Context: an optimization exercise on an open-source flow, tuned for small area, a short achievable clock period and few clock cycles. The choices shown serve that exercise and are no tape-out recipe.
No run shown here included a check of the RTL's function; only the layout flow was run.

==> flow/design.v, too long to show whole: its modules and the start of the top module <==
// module dot_prod: 559 lines
// module dp_fa: 4 lines
// module dp_fx: 4 lines
// module dp_ha: 4 lines
module dot_prod (
  input wire clk, r_enable,
  input wire[9:0] init_i_t_a,
  input wire signed[63:0] init_acc_t_a,
  output wire[9:0] a_addr,
  input wire signed[26:0] a_rdata,
  output wire[9:0] b_addr,
  input wire signed[26:0] b_rdata,
  output reg w_enable,
  output reg signed[63:0] result
);
  // ...
==> flow/run.sh <==
#!/bin/bash
# synth_recipe.tcl (not shown) runs the flow's synth.tcl, then flattens the netlist and writes it again
# the make line also repeats each setting of config.mk as NAME=value (left out here)
make -C /OpenROAD-flow-scripts/flow DESIGN_CONFIG=/design/flow/config.mk WORK_HOME=/design/flow/orfs CLKGATE_MAP_FILE= SYNTH_SCRIPT=/design/flow/synth_recipe.tcl finish
==> flow/config.mk <==
export PLATFORM = sky130hd
export DESIGN_NAME = dot_prod
export DESIGN_NICKNAME = dot_prod
export VERILOG_FILES = /design/flow/design.v
export SDC_FILE = /design/flow/constraint.sdc
export NUM_CORES = 4
export LEC_CHECK = 0
export CAP_MARGIN = 20
export CORE_MARGIN = 2
export CORE_UTILIZATION = 60
export CTS_CLUSTER_SIZE = 40
export SLEW_MARGIN = 60
export SYNTH_HIERARCHICAL = 1
export SYNTH_MINIMUM_KEEP_SIZE = 0
==> flow/constraint.sdc <==
create_clock -name core_clock -period 14.0 [get_ports {clk}]
set_input_delay 2.8000 -clock core_clock [delete_from_list [all_inputs] [get_ports {clk}]]
set_output_delay 2.8000 -clock core_clock [all_outputs]
set_load 0.01 [all_outputs]
==> flow_summary.json, run 1 <==
{
  "fin_crit_sh_pct": 32.3,
  "routed-wl-met3_mm": 9.78,
  "clock-root-buffer": "clkbuf_16",
  "cts_tree": "yes",
  "drt-vias-per-instance": 6.55,
  "synth_seq_cells": 254,
  "grt_usage_pct": 36.2,
  "synth_top_family_by_area": "adder cells",
  "cp_max_fo": 8,
  "worstPathCellList": "clkdlybuf4s50_1",
  "grt_pass1_vias": 21403,
  "holdBufCountCts": 0,
  "wl_per_cell_um": 25.7,
  "finalNonFillerCells": 3111,
  "syn_area_um2": 25700,
  "hold_ws_ps": 446,
  "status": "complete, no violations",
  "grt_busiest_layer": "met2",
  "cts_buffers": 30,
  "fin_ws_ps": 9480,
  "fin_area_um2": 29200,
  "rsz0062_at_grt": "no",
  "largest-register": "result",
  "overflow": 0,
  "end_kind": "output port",
  "globalplace.congestion": 0.952,
  "antenna_found_initial": 1,
  "seqCellArea_um2": 5830,
  "max_stage_delay_ps": 610,
  "cp.depth": 1,
  "area_dominant_class": "multi-input combinational cells",
  "met3_usage_pct": 10.9,
  "hold_end": "v3$_SDFF_PP0_",
  "row_count": 75,
  "ys.flop_type": "dfxtp_1",
  "hpwlAfterDp_mm": 54.1,
  "ys_warn_count": 7,
  "synth_cells": 2489
}
==> run 2: changes to the inputs <==
--- a/flow/design.v
+++ b/flow/design.v
@@ -21,17 +21,17 @@
       k <= init_i_t_a;
       v1 <= 1'b0;
       v2 <= 1'b0;
       v3 <= 1'b0;
       q1 <= 1'b0;
       q2 <= 1'b0;
       w_enable <= 1'b0;
     end else begin
-      if (!stop) k <= k + 10'd1;
+      k <= k + {9'd0, ~stop};
       v1 <= !stop;
       v2 <= v1;
       v3 <= v2;
       q1 <= stop;
       q2 <= q1;
       w_enable <= q2;
     end
   end
@@ -471,96 +471,97 @@
   dp_fa u_fa312 (.a(pp12[27]), .b(pp13[25]), .c(hc[34]), .s(fs[312]), .co(fc[312]));
   assign hs[37] = ~pp13[26];
   assign hc[37] = pp13[26];
   reg [53:0] s, c;
   always @(posedge clk) begin
     s <= {pp13[27], hs[37], fs[312], fs[311], fc[309], fc[308], fs[308], fs[307], fc[305], fc[304], fc[303], fs[303], fs[302], fc[300], fc[299], fc[298], fc[297], fc[296], fc[295], fc[294], fc[293], fc[292], fc[291], fc[290], fc[289], fc[288], fc[287], fc[286], fc[285], fc[284], fc[283], fc[282], fc[281], fc[280], fc[279], fc[278], fc[277], fc[276], fc[275], fc[274], fc[273], fc[272], fc[271], fc[270], fc[269], fc[268], fc[267], fc[266], fc[265], hc[36], hc[35], pp1[0], pp0[1], bneg[0]};
     c <= {hc[37], fc[312], fc[311], fc[310], fs[310], fs[309], fc[307], fc[306], fs[306], fs[305], fs[304], fc[302], fc[301], fs[301], fs[300], fs[299], fs[298], fs[297], fs[296], fs[295], fs[294], fs[293], fs[292], fs[291], fs[290], fs[289], fs[288], fs[287], fs[286], fs[285], fs[284], fs[283], fs[282], fs[281], fs[280], fs[279], fs[278], fs[277], fs[276], fs[275], fs[274], fs[273], fs[272], fs[271], fs[270], fs[269], fs[268], fs[267], fs[266], fs[265], hs[36], hs[35], 1'b0, pp0[0]};
   end
+  wire g = v3;
+  wire [53:0] sg = s & {54{g}};
+  wire [53:0] cg = c & {54{g}};
   wire [63:0] x2, y2;
-  dp_fa u_l2_0 (.a(result[0]), .b(s[0]), .c(c[0]), .s(x2[0]), .co(y2[0]));
-  dp_ha u_l2_1 (.a(result[1]), .b(s[1]), .s(x2[1]), .co(y2[1]));
-  dp_fa u_l2_2 (.a(result[2]), .b(s[2]), .c(c[2]), .s(x2[2]), .co(y2[2]));
-  dp_fa u_l2_3 (.a(result[3]), .b(s[3]), .c(c[3]), .s(x2[3]), .co(y2[3]));
-  dp_fa u_l2_4 (.a(result[4]), .b(s[4]), .c(c[4]), .s(x2[4]), .co(y2[4]));
-  dp_fa u_l2_5 (.a(result[5]), .b(s[5]), .c(c[5]), .s(x2[5]), .co(y2[5]));
-  dp_fa u_l2_6 (.a(result[6]), .b(s[6]), .c(c[6]), .s(x2[6]), .co(y2[6]));
-  dp_fa u_l2_7 (.a(result[7]), .b(s[7]), .c(c[7]), .s(x2[7]), .co(y2[7]));
-  dp_fa u_l2_8 (.a(result[8]), .b(s[8]), .c(c[8]), .s(x2[8]), .co(y2[8]));
-  dp_fa u_l2_9 (.a(result[9]), .b(s[9]), .c(c[9]), .s(x2[9]), .co(y2[9]));
-  dp_fa u_l2_10 (.a(result[10]), .b(s[10]), .c(c[10]), .s(x2[10]), .co(y2[10]));
-  dp_fa u_l2_11 (.a(result[11]), .b(s[11]), .c(c[11]), .s(x2[11]), .co(y2[11]));
-  dp_fa u_l2_12 (.a(result[12]), .b(s[12]), .c(c[12]), .s(x2[12]), .co(y2[12]));
-  dp_fa u_l2_13 (.a(result[13]), .b(s[13]), .c(c[13]), .s(x2[13]), .co(y2[13]));
-  dp_fa u_l2_14 (.a(result[14]), .b(s[14]), .c(c[14]), .s(x2[14]), .co(y2[14]));
-  dp_fa u_l2_15 (.a(result[15]), .b(s[15]), .c(c[15]), .s(x2[15]), .co(y2[15]));
-  dp_fa u_l2_16 (.a(result[16]), .b(s[16]), .c(c[16]), .s(x2[16]), .co(y2[16]));
-  dp_fa u_l2_17 (.a(result[17]), .b(s[17]), .c(c[17]), .s(x2[17]), .co(y2[17]));
-  dp_fa u_l2_18 (.a(result[18]), .b(s[18]), .c(c[18]), .s(x2[18]), .co(y2[18]));
-  dp_fa u_l2_19 (.a(result[19]), .b(s[19]), .c(c[19]), .s(x2[19]), .co(y2[19]));
-  dp_fa u_l2_20 (.a(result[20]), .b(s[20]), .c(c[20]), .s(x2[20]), .co(y2[20]));
-  dp_fa u_l2_21 (.a(result[21]), .b(s[21]), .c(c[21]), .s(x2[21]), .co(y2[21]));
-  dp_fa u_l2_22 (.a(result[22]), .b(s[22]), .c(c[22]), .s(x2[22]), .co(y2[22]));
-  dp_fa u_l2_23 (.a(result[23]), .b(s[23]), .c(c[23]), .s(x2[23]), .co(y2[23]));
-  dp_fa u_l2_24 (.a(result[24]), .b(s[24]), .c(c[24]), .s(x2[24]), .co(y2[24]));
-  dp_fa u_l2_25 (.a(result[25]), .b(s[25]), .c(c[25]), .s(x2[25]), .co(y2[25]));
-  dp_fa u_l2_26 (.a(result[26]), .b(s[26]), .c(c[26]), .s(x2[26]), .co(y2[26]));
-  dp_fa u_l2_27 (.a(result[27]), .b(s[27]), .c(c[27]), .s(x2[27]), .co(y2[27]));
-  dp_fa u_l2_28 (.a(result[28]), .b(s[28]), .c(c[28]), .s(x2[28]), .co(y2[28]));
-  dp_fa u_l2_29 (.a(result[29]), .b(s[29]), .c(c[29]), .s(x2[29]), .co(y2[29]));
-  dp_fa u_l2_30 (.a(result[30]), .b(s[30]), .c(c[30]), .s(x2[30]), .co(y2[30]));
-  dp_fa u_l2_31 (.a(result[31]), .b(s[31]), .c(c[31]), .s(x2[31]), .co(y2[31]));
-  dp_fa u_l2_32 (.a(result[32]), .b(s[32]), .c(c[32]), .s(x2[32]), .co(y2[32]));
-  dp_fa u_l2_33 (.a(result[33]), .b(s[33]), .c(c[33]), .s(x2[33]), .co(y2[33]));
-  dp_fa u_l2_34 (.a(result[34]), .b(s[34]), .c(c[34]), .s(x2[34]), .co(y2[34]));
-  dp_fa u_l2_35 (.a(result[35]), .b(s[35]), .c(c[35]), .s(x2[35]), .co(y2[35]));
-  dp_fa u_l2_36 (.a(result[36]), .b(s[36]), .c(c[36]), .s(x2[36]), .co(y2[36]));
-  dp_fa u_l2_37 (.a(result[37]), .b(s[37]), .c(c[37]), .s(x2[37]), .co(y2[37]));
-  dp_fa u_l2_38 (.a(result[38]), .b(s[38]), .c(c[38]), .s(x2[38]), .co(y2[38]));
-  dp_fa u_l2_39 (.a(result[39]), .b(s[39]), .c(c[39]), .s(x2[39]), .co(y2[39]));
-  dp_fa u_l2_40 (.a(result[40]), .b(s[40]), .c(c[40]), .s(x2[40]), .co(y2[40]));
-  dp_fa u_l2_41 (.a(result[41]), .b(s[41]), .c(c[41]), .s(x2[41]), .co(y2[41]));
-  dp_fa u_l2_42 (.a(result[42]), .b(s[42]), .c(c[42]), .s(x2[42]), .co(y2[42]));
-  dp_fa u_l2_43 (.a(result[43]), .b(s[43]), .c(c[43]), .s(x2[43]), .co(y2[43]));
-  dp_fa u_l2_44 (.a(result[44]), .b(s[44]), .c(c[44]), .s(x2[44]), .co(y2[44]));
-  dp_fa u_l2_45 (.a(result[45]), .b(s[45]), .c(c[45]), .s(x2[45]), .co(y2[45]));
-  dp_fa u_l2_46 (.a(result[46]), .b(s[46]), .c(c[46]), .s(x2[46]), .co(y2[46]));
-  dp_fa u_l2_47 (.a(result[47]), .b(s[47]), .c(c[47]), .s(x2[47]), .co(y2[47]));
-  dp_fa u_l2_48 (.a(result[48]), .b(s[48]), .c(c[48]), .s(x2[48]), .co(y2[48]));
-  dp_fa u_l2_49 (.a(result[49]), .b(s[49]), .c(c[49]), .s(x2[49]), .co(y2[49]));
-  dp_fa u_l2_50 (.a(result[50]), .b(s[50]), .c(c[50]), .s(x2[50]), .co(y2[50]));
-  dp_fa u_l2_51 (.a(result[51]), .b(s[51]), .c(c[51]), .s(x2[51]), .co(y2[51]));
-  dp_fa u_l2_52 (.a(result[52]), .b(s[52]), .c(c[52]), .s(x2[52]), .co(y2[52]));
-  dp_fa u_l2_53 (.a(result[53]), .b(s[53]), .c(c[53]), .s(x2[53]), .co(y2[53]));
-  wire t54 = 1'b0;
-  assign x2[54] = ~(result[54] ^ t54);
-  assign y2[54] = result[54] | t54;
-  assign x2[55] = ~result[55];
-  assign y2[55] = result[55];
-  assign x2[56] = ~result[56];
-  assign y2[56] = result[56];
-  assign x2[57] = ~result[57];
-  assign y2[57] = result[57];
-  assign x2[58] = ~result[58];
-  assign y2[58] = result[58];
-  assign x2[59] = ~result[59];
-  assign y2[59] = result[59];
-  assign x2[60] = ~result[60];
-  assign y2[60] = result[60];
-  assign x2[61] = ~result[61];
-  assign y2[61] = result[61];
-  assign x2[62] = ~result[62];
-  assign y2[62] = result[62];
-  assign x2[63] = ~result[63];
-  assign y2[63] = result[63];
+  dp_fa u_l2_0 (.a(result[0]), .b(sg[0]), .c(cg[0]), .s(x2[0]), .co(y2[0]));
+  dp_ha u_l2_1 (.a(result[1]), .b(sg[1]), .s(x2[1]), .co(y2[1]));
+  dp_fa u_l2_2 (.a(result[2]), .b(sg[2]), .c(cg[2]), .s(x2[2]), .co(y2[2]));
+  dp_fa u_l2_3 (.a(result[3]), .b(sg[3]), .c(cg[3]), .s(x2[3]), .co(y2[3]));
+  dp_fa u_l2_4 (.a(result[4]), .b(sg[4]), .c(cg[4]), .s(x2[4]), .co(y2[4]));
+  dp_fa u_l2_5 (.a(result[5]), .b(sg[5]), .c(cg[5]), .s(x2[5]), .co(y2[5]));
+  dp_fa u_l2_6 (.a(result[6]), .b(sg[6]), .c(cg[6]), .s(x2[6]), .co(y2[6]));
+  dp_fa u_l2_7 (.a(result[7]), .b(sg[7]), .c(cg[7]), .s(x2[7]), .co(y2[7]));
+  dp_fa u_l2_8 (.a(result[8]), .b(sg[8]), .c(cg[8]), .s(x2[8]), .co(y2[8]));
+  dp_fa u_l2_9 (.a(result[9]), .b(sg[9]), .c(cg[9]), .s(x2[9]), .co(y2[9]));
+  dp_fa u_l2_10 (.a(result[10]), .b(sg[10]), .c(cg[10]), .s(x2[10]), .co(y2[10]));
+  dp_fa u_l2_11 (.a(result[11]), .b(sg[11]), .c(cg[11]), .s(x2[11]), .co(y2[11]));
+  dp_fa u_l2_12 (.a(result[12]), .b(sg[12]), .c(cg[12]), .s(x2[12]), .co(y2[12]));
+  dp_fa u_l2_13 (.a(result[13]), .b(sg[13]), .c(cg[13]), .s(x2[13]), .co(y2[13]));
+  dp_fa u_l2_14 (.a(result[14]), .b(sg[14]), .c(cg[14]), .s(x2[14]), .co(y2[14]));
+  dp_fa u_l2_15 (.a(result[15]), .b(sg[15]), .c(cg[15]), .s(x2[15]), .co(y2[15]));
+  dp_fa u_l2_16 (.a(result[16]), .b(sg[16]), .c(cg[16]), .s(x2[16]), .co(y2[16]));
+  dp_fa u_l2_17 (.a(result[17]), .b(sg[17]), .c(cg[17]), .s(x2[17]), .co(y2[17]));
+  dp_fa u_l2_18 (.a(result[18]), .b(sg[18]), .c(cg[18]), .s(x2[18]), .co(y2[18]));
+  dp_fa u_l2_19 (.a(result[19]), .b(sg[19]), .c(cg[19]), .s(x2[19]), .co(y2[19]));
+  dp_fa u_l2_20 (.a(result[20]), .b(sg[20]), .c(cg[20]), .s(x2[20]), .co(y2[20]));
+  dp_fa u_l2_21 (.a(result[21]), .b(sg[21]), .c(cg[21]), .s(x2[21]), .co(y2[21]));
+  dp_fa u_l2_22 (.a(result[22]), .b(sg[22]), .c(cg[22]), .s(x2[22]), .co(y2[22]));
+  dp_fa u_l2_23 (.a(result[23]), .b(sg[23]), .c(cg[23]), .s(x2[23]), .co(y2[23]));
+  dp_fa u_l2_24 (.a(result[24]), .b(sg[24]), .c(cg[24]), .s(x2[24]), .co(y2[24]));
+  dp_fa u_l2_25 (.a(result[25]), .b(sg[25]), .c(cg[25]), .s(x2[25]), .co(y2[25]));
+  dp_fa u_l2_26 (.a(result[26]), .b(sg[26]), .c(cg[26]), .s(x2[26]), .co(y2[26]));
+  dp_fa u_l2_27 (.a(result[27]), .b(sg[27]), .c(cg[27]), .s(x2[27]), .co(y2[27]));
+  dp_fa u_l2_28 (.a(result[28]), .b(sg[28]), .c(cg[28]), .s(x2[28]), .co(y2[28]));
+  dp_fa u_l2_29 (.a(result[29]), .b(sg[29]), .c(cg[29]), .s(x2[29]), .co(y2[29]));
+  dp_fa u_l2_30 (.a(result[30]), .b(sg[30]), .c(cg[30]), .s(x2[30]), .co(y2[30]));
+  dp_fa u_l2_31 (.a(result[31]), .b(sg[31]), .c(cg[31]), .s(x2[31]), .co(y2[31]));
+  dp_fa u_l2_32 (.a(result[32]), .b(sg[32]), .c(cg[32]), .s(x2[32]), .co(y2[32]));
+  dp_fa u_l2_33 (.a(result[33]), .b(sg[33]), .c(cg[33]), .s(x2[33]), .co(y2[33]));
+  dp_fa u_l2_34 (.a(result[34]), .b(sg[34]), .c(cg[34]), .s(x2[34]), .co(y2[34]));
+  dp_fa u_l2_35 (.a(result[35]), .b(sg[35]), .c(cg[35]), .s(x2[35]), .co(y2[35]));
+  dp_fa u_l2_36 (.a(result[36]), .b(sg[36]), .c(cg[36]), .s(x2[36]), .co(y2[36]));
+  dp_fa u_l2_37 (.a(result[37]), .b(sg[37]), .c(cg[37]), .s(x2[37]), .co(y2[37]));
+  dp_fa u_l2_38 (.a(result[38]), .b(sg[38]), .c(cg[38]), .s(x2[38]), .co(y2[38]));
+  dp_fa u_l2_39 (.a(result[39]), .b(sg[39]), .c(cg[39]), .s(x2[39]), .co(y2[39]));
+  dp_fa u_l2_40 (.a(result[40]), .b(sg[40]), .c(cg[40]), .s(x2[40]), .co(y2[40]));
+  dp_fa u_l2_41 (.a(result[41]), .b(sg[41]), .c(cg[41]), .s(x2[41]), .co(y2[41]));
+  dp_fa u_l2_42 (.a(result[42]), .b(sg[42]), .c(cg[42]), .s(x2[42]), .co(y2[42]));
+  dp_fa u_l2_43 (.a(result[43]), .b(sg[43]), .c(cg[43]), .s(x2[43]), .co(y2[43]));
+  dp_fa u_l2_44 (.a(result[44]), .b(sg[44]), .c(cg[44]), .s(x2[44]), .co(y2[44]));
+  dp_fa u_l2_45 (.a(result[45]), .b(sg[45]), .c(cg[45]), .s(x2[45]), .co(y2[45]));
+  dp_fa u_l2_46 (.a(result[46]), .b(sg[46]), .c(cg[46]), .s(x2[46]), .co(y2[46]));
+  dp_fa u_l2_47 (.a(result[47]), .b(sg[47]), .c(cg[47]), .s(x2[47]), .co(y2[47]));
+  dp_fa u_l2_48 (.a(result[48]), .b(sg[48]), .c(cg[48]), .s(x2[48]), .co(y2[48]));
+  dp_fa u_l2_49 (.a(result[49]), .b(sg[49]), .c(cg[49]), .s(x2[49]), .co(y2[49]));
+  dp_fa u_l2_50 (.a(result[50]), .b(sg[50]), .c(cg[50]), .s(x2[50]), .co(y2[50]));
+  dp_fa u_l2_51 (.a(result[51]), .b(sg[51]), .c(cg[51]), .s(x2[51]), .co(y2[51]));
+  dp_fa u_l2_52 (.a(result[52]), .b(sg[52]), .c(cg[52]), .s(x2[52]), .co(y2[52]));
+  dp_fa u_l2_53 (.a(result[53]), .b(sg[53]), .c(cg[53]), .s(x2[53]), .co(y2[53]));
+  assign x2[54] = result[54] ^ g;
+  assign y2[54] = result[54] & g;
+  assign x2[55] = result[55] ^ g;
+  assign y2[55] = result[55] & g;
+  assign x2[56] = result[56] ^ g;
+  assign y2[56] = result[56] & g;
+  assign x2[57] = result[57] ^ g;
+  assign y2[57] = result[57] & g;
+  assign x2[58] = result[58] ^ g;
+  assign y2[58] = result[58] & g;
+  assign x2[59] = result[59] ^ g;
+  assign y2[59] = result[59] & g;
+  assign x2[60] = result[60] ^ g;
+  assign y2[60] = result[60] & g;
+  assign x2[61] = result[61] ^ g;
+  assign y2[61] = result[61] & g;
+  assign x2[62] = result[62] ^ g;
+  assign y2[62] = result[62] & g;
+  assign x2[63] = result[63] ^ g;
+  assign y2[63] = result[63] & g;
   wire [63:0] sum = x2 + {y2[62:0], 1'b0};
   always @(posedge clk) begin
-    if (r_enable) result <= init_acc_t_a;
-    else if (v3) result <= sum;
+    result <= r_enable ? init_acc_t_a : sum;
   end
 endmodule
 `default_nettype wire
 module dp_fa (input wire a, b, c, output wire s, co);
   assign s = a ^ b ^ c;
   assign co = (a & b) | (a & c) | (b & c);
 endmodule
 module dp_fx (input wire a, b, output wire s, co);
==> flow/flow/run.sh (new file) <==
#!/bin/bash
# Standard ORFS layout, except that the port buffers inserted by buffer_ports are
# sky130_fd_sc_hd__buf_2 instead of the resizer's default pick (a clock delay buffer).
set -euo pipefail
export BUFFER_PORTS_ARGS="-buffer_cell sky130_fd_sc_hd__buf_2"
bash standard.sh > run_standard.log 2>&1
==> flow/standard.sh (new file) <==
#!/bin/bash
# synth_recipe.tcl (not shown) runs the flow's synth.tcl, then flattens the netlist and writes it again
# the make line also repeats each setting of config.mk as NAME=value (left out here)
make -C /OpenROAD-flow-scripts/flow DESIGN_CONFIG=/design/flow/config.mk WORK_HOME=/design/flow/orfs CLKGATE_MAP_FILE= SYNTH_SCRIPT=/design/flow/synth_recipe.tcl "${@:-finish}"
removed: flow/run.sh
==> run 2 against run 1 <==
- register-to-register slack got worse by 320 ps
- non-clock buffer count increased by 2
==> flow_summary.json, run 2 <==
{
  "maxSlewHeadroom_pct": 59.1,
  "cts_tree": "yes",
  "synth_edf_count": 0,
  "holdBufCountCts": 0,
  "first_pass_iters": 7,
  "overflow": 0,
  "ys_warn_count": 7,
  "post_cts_buffers": 0,
  "ant_nets": 0,
  "hold_class": "register to register",
  "clockBufferDepth": 3,
  "end_kind": "register",
  "fp.dieH_um": 211,
  "area_delta_synth_final_pct": 9.00,
  "synth_top_area_cell": "fa_1",
  "dieArea_um2": 44600,
  "drtIter0Drc": 2187,
  "synth_xor_area_share_pct": 16.0,
  "path_clk_slew_ps": 60,
  "largest_reg_flops": 64,
  "synth_common_cells": "xnor2_1, fa_1, a22oi_1, dfxtp_1, clkbuf_1",
  "synthArstFlopShare_pct": 0,
  "synth_cells": 2589,
  "rsz0062_at_grt": "no",
  "grt_pass1_wl_mm": 121,
  "max_freq_ghz": 0.211,
  "worst_pin_slew_ps": 614,
  "post_cts_resized": 0,
  "cp_max_fo": 100,
  "port_buffers": 214,
  "topRoutingLayerUsed": "met5",
  "die_w_um": 211,
  "ys.flop_type": "dfxtp_1",
  "setup_viol": 0,
  "grt_max_degree": 101,
  "min_period_ps": 4730,
  "drt-vias-per-instance": 6.41,
  "reg2reg_from": "v3$_SDFF_PP0_",
  "layout_common_cells": "xnor2_1, fa_1, a22oi_1",
  "endpoint": "result[58]$_DFF_P_",
  "fin_nets": 3250,
  "synth_simple_gate_area_share_pct": 8.41,
  "largest-register": "result",
  "clk_latency_ps": 570,
  "grt_pass1_vias": 21358,
  "crit_arrival_ps": 5170,
  "crit_required_ps": 14440,
  "dr_wl_met2_mm": 34.9,
  "status": "complete, no violations",
  "hpwlAfterDp_mm": 54.0,
  "clock-root-buffer": "clkbuf_16",
  "antenna_cells": 0,
  "clock_sinks": 254,
  "core_area_um2": 42100,
  "final_common_cell": "xnor2_1",
  "wl_per_cell_um": 24.8,
  "worstPathCellList": "buf_6 > and2_1 > fa_1 > ha_1 > o21ai_1 > o21ai_1 > nand3_1 > a31oi_1 > a41oi_2 > o41ai_4 > a31o_2 > a21oi_1 > o2111ai_1 > o211ai_1",
  "drt-met1-wl_mm": 32.6,
  "cts_buffers": 28,
  "fin_crit_sh_pct": 33.8,
  "largestRegisters": "result: 64 flops, c: 53 flops, s: 53 flops",
  "wirelength_mm": 79.4,
  "r2r-end": "result[58]$_DFF_P_",
  "ctsHtreeMaxLevel": 1,
  "finalNonFillerCells": 3205,
  "yosys.area_share.adder_pct": 33.5,
  "synth.top_cell.area_share_pct": 27.9,
  "maxCapViolCount": 0,
  "ios": 215,
  "finalMaxSlewViolations": 0,
  "slowest_stage": "dfxtp_2",
  "synth_nets": 3193,
  "globalplace.congestion": 0.928,
  "ys_types": 66,
  "reg2reg_slack_ps": 9270,
  "synth_area_leaders": "fa_1, dfxtp_1, xnor2_1, a22oi_1, ha_1",
  "synth-compound-area-share_pct": 17.5,
  "finalClockSkew_ps": 18.2,
  "fin_tns_setup_ps": 0,
  "vias": 20531,
  "initial_core_util_pct": 61.1,
  "cp-start-kind": "register",
  "routed-wl-met3_mm": 9.46,
  "grt_usage_pct": 35.5,
  "crit_top_cell": "o21ai_1",
  "row_count": 75,
  "synth_seq_cells": 254,
  "worstSetupPathType": "register to register",
  "avgSynthCellArea_um2": 9.95,
  "antenna_found_initial": 2,
  "synth_mux_area_share_pct": 0.345,
  "placed_cells": 3153,
  "ys_seq_area_share_pct": 19.7,
  "yosysMostFrequentCell": "xnor2_1",
  "drc": 0,
  "finalHoldViolations": 0,
  "max_stage_delay_ps": 530,
  "setup.worst_path.start": "v3$_SDFF_PP0_",
  "synth_top_family_by_area": "adder cells",
  "syn_area_um2": 25800,
  "drive_gt1_share_pct": 13.6,
  "r2r_cells": 14
}
[run 2: cell count changes after synthesis, sizes merged, moves of 6 or more]
cell / change
a21oi: +6
and2: +103
buf: -11
clkbuf: +12
dfxtp: +74
edfxtp: -74
ha: +10
inv: -17
o21ai: +8
[run 2: worst min path at each step]
stage                    start  cells past startpoint             to  slack [ps]
3_5_place_dp     v2$_SDFF_PP0_                      1  v3$_SDFF_PP0_         430
5_1_grt          v2$_SDFF_PP0_                      1  v3$_SDFF_PP0_         450
3_3_place_gp     q1$_SDFF_PP0_                      1  q2$_SDFF_PP0_         430
4_1_cts          v2$_SDFF_PP0_                      1  v3$_SDFF_PP0_         450
6_report         v2$_SDFF_PP0_                      1  v3$_SDFF_PP0_         450
2_1_floorplan  bneg[0]$_DFF_P_                      0   s[0]$_DFF_P_         330
[run 2: per-stage QoR]
stage | hold slack [ps] | util [%] | cell area [um^2] | setup slack, ps
4_1_cts | 448 | 66.5 | 28000 | 9300
3_3_place_gp | 426 | 64.1 | 27000 | 9300
6_report | 446 | 66.6 | 28100 | 9270
3_5_place_dp | 432 | 64.3 | 27100 | 9330
5_1_grt | 454 | 66.6 | 28100 | 8970
2_1_floorplan | 329 | - | 25800 | 9840
[run 2: area by class of cell]
type | count | area (um^2)
fill | 3436 | 14100
tap | 539 | 674
clock buffer | 34 | 764
multi-input combinational | 2033 | 19500
sequential | 254 | 5090
clock inverter | 16 | 158
inverter | 41 | 154
timing repair buffer | 288 | 1730
[run 2: cells by family after synthesis]
family | Yosys count
adder cells (fa/ha/maj) | 474
buffers and inverters | 302
multiplexers | 8
flip-flops | 254
XOR/XNOR | 469
AO/OA/AOI/OAI | 656
AND/OR/NAND/NOR | 426
[run 2: critical path, delay by kind of cell (launching register included)]
| kind | cells | cell delay [ps] |
|---|---|---|
| adder cells (fa/ha/maj) | 2 | 810 |
| buffers and inverters | 1 | 440 |
| flip-flops | 1 | 530 |
| AND/OR/NAND/NOR | 2 | 400 |
| AO/OA/AOI/OAI | 9 | 2350 |
[run 2: Yosys stat by module (local to each module, per instance)]
module	copies in the design	cells	flip-flops and latches	area [um^2]
dot_prod	1	2198	254	18200
dp_ha	33	1	0	12.5
dp_fa	358	1	0	20.0
[run 2: routing by layer]
metal	vias to the layer above	track usage, %
met3	239	9.31
met5	-	0
met1	10022	48.7
met4	2	12.8
met2	1328	54.5
li1	8940	-

-- re-timing with driven ports --
The results above use ideal ports. As a check the final layouts listed here were re-extracted and re-timed, cells and wires unchanged. Step 1 sets driving cells, clkbuf_16 on the clock port and buf_2 on the other inputs (assumed; they add their load-dependent delay and slew). Step 2 also shifts input and output timing later by t, the mid clock arrival at the registers, as if the neighbouring blocks saw the same clock. a / b / c = ideal / step 1 / step 2; a / b = the first two.
run	shift t [ns]	setup WS [ns]	latest minus earliest clock arrival (ns)	pins driven straight from the clock port
run 1	0.638	9.479 / 9.420 / 9.290	0.028 / 0.028	1
run 2	0.621	9.271 / 9.271 / 9.271	0.019 / 0.019	1
After both steps every run listed still meets setup and hold. For run 1, which loses most, drivers alone change the setup slack by -0.059 ns; drivers and shift together by -0.189 ns.
